Context: an optimization exercise on an open-source flow, tuned for a short achievable clock period and few clock cycles. The choices shown serve that exercise and are no tape-out recipe. In this exercise RTL edits were held to simulation tests only and were not proved equivalent to the original. Power and IR drop assume default switching activity.

== wip/raven ==
==> flow/design.v (excerpt) <==
module	simplecore (
	clk,
	nreset,
	iAddr,
	iData,
	dAddr,
	dIn,
	dOut,
	nRW
);
Size in the first run: ~490 flip-flops, ~83 I/O pins.
export LEC_CHECK = 0
export ABC_CLOCK_PERIOD_IN_PS = 3000
export CAP_MARGIN = 20
export CORE_MARGIN = 2
export CORE_UTILIZATION = 40
export SETUP_SLACK_MARGIN = 5
export SLEW_MARGIN = 20
create_clock -name core_clock -period 11.5 [get_ports {clk}]
standard.sh (not shown) runs the stock make flow with config.mk's settings and CLKGATE_MAP_FILE= SYNTH_SCRIPT=/design/flow/synth_recipe.tcl, a recipe that flattens the netlist after the stock synthesis.
==> flow/flow/run.sh <==
#!/bin/bash
# The standard layout (the standard.sh: the standard synthesis and the
# ORFS steps) with timing repair aimed well below the clock period: every
# repair_timing step works until the setup slack is SETUP_SLACK_MARGIN ns.
# The clock, constraints and all other settings are the design's.
set -euo pipefail
bash standard.sh SETUP_SLACK_MARGIN=7 finish > standard.log 2>&1
wip/raven completed end to end with timing, DRC and antenna clean.
Testbench counts of wip/raven, summed over its fixed seeds: cycles 54,356.
> inputs changed (wip/raven -> wip/fjord)
-- flow/flow/run.sh --
<<< wip/raven, line 5
# The clock, constraints and all other settings are the design's.
set -euo pipefail
bash standard.sh SETUP_SLACK_MARGIN=7 finish > standard.log 2>&1
>>> wip/fjord, line 5
# The clock, constraints and all other settings are the design's.
set -euo pipefail
bash standard.sh SETUP_SLACK_MARGIN=9 finish > standard.log 2>&1
Results
Between wip/fjord and wip/raven, maximum fanout along the worst path is higher for wip/raven, wip/fjord comes in under that. Clock network area share for wip/fjord: 1.6 points down relative to wip/raven. wip/fjord -> wip/raven: worst hold slack flat. From wip/raven to wip/fjord the numbers moved as follows: total placed instance area went up by 2.8%, clock skew went up, sequential share of layout area moved down, total global routing track utilization shows an increase of 3.8 points. wip/fjord vs wip/raven — non-clock buffer count climbed by more than 100%.
Input-level comparison between wip/zinc and wip/fjord:
-- flow/flow/run.sh --
<<< wip/fjord, line 5
# The clock, constraints and all other settings are the design's.
set -euo pipefail
bash standard.sh SETUP_SLACK_MARGIN=9 finish > standard.log 2>&1
>>> wip/zinc, line 5
# The clock, constraints and all other settings are the design's.
set -euo pipefail
bash standard.sh SETUP_SLACK_MARGIN=8 finish > standard.log 2>&1
[summary]
- Detailed route wirelength on metal3 in wip/zinc is 2.2 mm lower than in wip/fjord
- Per the comparison of wip/zinc with wip/fjord, critical path depth went down 1, hold buffer count at CTS held, transition time at the pin with the least slew margin went down 0.058 ns, share of cell area taken by multi-input logic gates went up 0.69 points, part of the cycle the worst path needs went down 0.34 points.
- A most frequent standard cell in the layout excluding fill and tap cells of sky130_fd_sc_hd__nand2_1 is what wip/zinc shows, while sky130_fd_sc_hd__buf_4 belongs to wip/fjord.
Modified inputs, wip/umber compared to wip/zinc
-- flow/flow/run.sh --
<<< wip/zinc, line 5
# The clock, constraints and all other settings are the design's.
set -euo pipefail
bash standard.sh SETUP_SLACK_MARGIN=8 finish > standard.log 2>&1
>>> wip/umber, line 5
# The clock, constraints and all other settings are the design's.
set -euo pipefail
bash standard.sh SETUP_SLACK_MARGIN=10 finish > standard.log 2>&1
Findings:
- wip/zinc and wip/umber ended up with roughly the same sequential cell area.
- Compared with wip/zinc, in wip/umber fraction of standard cell area that is sequential moved down; data arrival time of the critical path saw an increase; fmax dropped about 5.4%.


Another version of the RTL of simplecore (not shown whole).
Size: roughly 3400 cells after synthesis, ~490 flip-flops, roughly 83 I/O pins, roughly 31000 µm² of cells after synthesis.
==> flow/config.mk <==
export PLATFORM = sky130hd
export DESIGN_NAME = simplecore
export DESIGN_NICKNAME = simplecore
export VERILOG_FILES = /design/flow/design.v
export SDC_FILE = /design/flow/constraint.sdc
export NUM_CORES = 4
export LEC_CHECK = 0
export ABC_CLOCK_PERIOD_IN_PS = 3000
export CAP_MARGIN = 20
export CORE_MARGIN = 2
export CORE_UTILIZATION = 40
export PLACE_DENSITY = 0.75
export SLEW_MARGIN = 20
==> flow/constraint.sdc <==
create_clock -name core_clock -period 11.5 [get_ports {clk}]
set_input_delay 2.3000 -clock core_clock [delete_from_list [all_inputs] [get_ports {clk}]]
set_output_delay 2.3000 -clock core_clock [all_outputs]
set_load 0.01 [all_outputs]
==> flow/flow/run.sh <==
#!/bin/bash
# The standard layout (the standard.sh: the standard synthesis and the
# ORFS steps) with timing repair aimed well below the clock period: every
# repair_timing step works until the setup slack is SETUP_SLACK_MARGIN ns.
# The clock, constraints and all other settings are the design's.
set -euo pipefail
bash standard.sh SETUP_SLACK_MARGIN=8 finish > standard.log 2>&1
Testbench counts at the start, summed over its fixed seeds: cycles 54,356.
Edit:
--- a/flow/flow/run.sh
+++ b/flow/flow/run.sh
@@ -6,2 +6,2 @@
 set -euo pipefail
-bash standard.sh SETUP_SLACK_MARGIN=8 finish > standard.log 2>&1
+bash standard.sh SETUP_SLACK_MARGIN=7.5 finish > standard.log 2>&1
- CORE_UTILIZATION: 40 -> 30
- PLACE_DENSITY: 0.75 -> 0.5
Total power falls by 6.4%; die area rises by 33%; register-to-register slack degrades by 0.02 ns; utilization falls by 16 points.
Edit:
--- a/flow/flow/run.sh
+++ b/flow/flow/run.sh
@@ -6,2 +6,2 @@
 set -euo pipefail
-bash standard.sh SETUP_SLACK_MARGIN=7.5 finish > standard.log 2>&1
+bash standard.sh SETUP_SLACK_MARGIN=8 finish > standard.log 2>&1
- CORE_UTILIZATION: 30 -> 40
- PLACE_DENSITY: 0.5 -> unset
- SETUP_SLACK_MARGIN: unset -> 5
Effect:
- The changed run finished clean
- global-route usage rose by 8.5 points
- area after synthesis stays the same
- power rose by 7.4%
- clock power hardly moves
- synthesized cell count does not change
- via count rose by 5.2%
- die area fell by 25%
- wire length fell by 0.51%
- non-clock buffer count rose by 161
- clock-buffer cell count rose by 2


v50:
Another version of the RTL of simplecore (not shown whole).
Size: ~420 flip-flops, about 83 I/O pins.
==> flow/config.mk <==
export PLATFORM = sky130hd
export DESIGN_NAME = simplecore
export DESIGN_NICKNAME = simplecore
export VERILOG_FILES = /design/flow/design.v
export SDC_FILE = /design/flow/constraint.sdc
export NUM_CORES = 4
export LEC_CHECK = 0
export ABC_CLOCK_PERIOD_IN_PS = 3000
export CAP_MARGIN = 20
export CORE_MARGIN = 2
export CORE_UTILIZATION = 40
export SETUP_SLACK_MARGIN = 5
export SLEW_MARGIN = 20
==> flow/constraint.sdc <==
create_clock -name core_clock -period 11.5 [get_ports {clk}]
set_input_delay 2.3000 -clock core_clock [delete_from_list [all_inputs] [get_ports {clk}]]
set_output_delay 2.3000 -clock core_clock [all_outputs]
set_load 0.01 [all_outputs]
==> flow/flow/run.sh <==
#!/bin/bash
# The standard layout (the standard.sh: the standard synthesis and the
# ORFS steps) with timing repair aimed well below the clock period: every
# repair_timing step works until the setup slack is SETUP_SLACK_MARGIN ns.
# The clock, constraints and all other settings are the design's.
set -euo pipefail
bash standard.sh SETUP_SLACK_MARGIN=8 finish > standard.log 2>&1
v50 reached the end of the flow, and the finished layout is clean on the timing, design-rule and antenna checks.
Testbench counts of v50, summed over its fixed seeds: cycles 54,356.
The following lists how v33 was set up differently from v50:
Settings: clearing SETUP_SLACK_MARGIN, which used to be 5; clearing ABC_CLOCK_PERIOD_IN_PS, which used to be 3000.
==> flow/run.sh (new file) <==
#!/bin/bash
# synth_recipe.tcl (not shown) runs the flow's synth.tcl, then flattens the netlist and writes it again
# the make line also repeats each setting of config.mk as NAME=value (left out here)
make -C /OpenROAD-flow-scripts/flow DESIGN_CONFIG=/design/flow/config.mk WORK_HOME=/design/flow/orfs CLKGATE_MAP_FILE= SYNTH_SCRIPT=/design/flow/synth_recipe.tcl finish
removed: flow/flow/run.sh
removed: flow/standard.sh
[summary]
Summary of v33 over v50: post-cts sizing count down 575, clock share of power rose by 4.0 points, proportion of cell area spent on the clock network grew by 1.0 points, power share of the combinational group fell 5.9 points.
The sequential group share of total power of v33 exceeds that of v50 by 1.9 points.
diff inputs: v33 => v16
Settings: changing CORE_UTILIZATION from 40 to 55; setting ABC_CLOCK_PERIOD_IN_PS to 2000 for the first time.
==> flow/flow/run.sh (new file) <==
#!/bin/bash
# The standard layout (the standard.sh: the standard synthesis and the
# ORFS steps) with timing repair aimed well below the clock period: every
# repair_timing step works until the setup slack is SETUP_SLACK_MARGIN ns.
# The clock, constraints and all other settings are the design's.
set -euo pipefail
bash standard.sh SETUP_SLACK_MARGIN=10 finish > standard.log 2>&1
==> flow/standard.sh (new file) <==
#!/bin/bash
# synth_recipe.tcl (not shown) runs the flow's synth.tcl, then flattens the netlist and writes it again
# the make line also repeats each setting of config.mk as NAME=value (left out here)
make -C /OpenROAD-flow-scripts/flow DESIGN_CONFIG=/design/flow/config.mk WORK_HOME=/design/flow/orfs CLKGATE_MAP_FILE= SYNTH_SCRIPT=/design/flow/synth_recipe.tcl "${@:-finish}"
removed: flow/run.sh
As of v16, total power had risen by more than 10% compared to v33. v33 → v16: die area down 19,000 um2; global-route wire length before repair moved up; worst slew slack as a fraction of its limit rose by 7.3 points. v16: initial cell density of the core is 15 points higher than what v33 reported. Taking v33 as the reference, in v16 routability congestion estimate climbed 0.99%; met3 routed wirelength now larger. Area used by multi-input combinational logic was lower in the run labelled v33. v16 reached the final stage; the timing, design-rule and antenna checks on its layout passed. Register share of total power: v16 vs v33 down 3.4 points. [compare] base=v33 new=v16: sequential share of layout area moved down, maximum operating frequency moved up.

## afterwards: timing with drivers on the ports
The results above use ideal ports. As a check the final layouts listed here were re-extracted and re-timed, cells and wires unchanged. Step 1 assumes that a clkbuf_16 drives the clock port and a buf_2 every other input. Step 2 moves the port delays by t, midway between the first and last clock arrival at a register: inputs arrive t later, outputs are due t later. That takes back most of the time a late clock gives input paths. Three values: ideal ports, drivers, drivers and shift; two values: the first two.
| run | shift t [ns] | setup WS [ns] | worst register clock-pin slew, ns |
|---|---|---|---|
| wip/raven | 0.696 | 6.914 / 6.914 / 6.637 | 0.08 / 0.08 |
| wip/fjord | 0.691 | 7.344 / 7.344 / 7.344 | 0.07 / 0.07 |
| wip/zinc | 0.675 | 7.383 / 7.383 / 7.379 | 0.07 / 0.07 |
| wip/umber | 0.725 | 7.146 / 7.146 / 7.146 | 0.07 / 0.07 |
| the first run of note 2 | 0.696 | 7.163 / 7.163 / 6.600 | 0.07 / 0.07 |
| the second run of note 2 | 0.696 | 7.141 / 7.141 / 6.575 | 0.07 / 0.07 |
| the third run of note 2 | 0.691 | 7.229 / 7.266 / 6.576 | 0.09 / 0.09 |
| v50 | 0.639 | 6.386 / 6.386 / 6.386 | 0.08 / 0.08 |
| v33 | 0.654 | 5.367 / 5.367 / 5.367 | 0.07 / 0.07 |
| v16 | 0.679 | 6.133 / 6.133 / 6.133 | 0.07 / 0.07 |
After both steps every run listed still meets setup and hold. The setup slack of the third run of note 2, which loses most, moves by +0.037 ns with the drivers and by -0.653 ns with both steps.
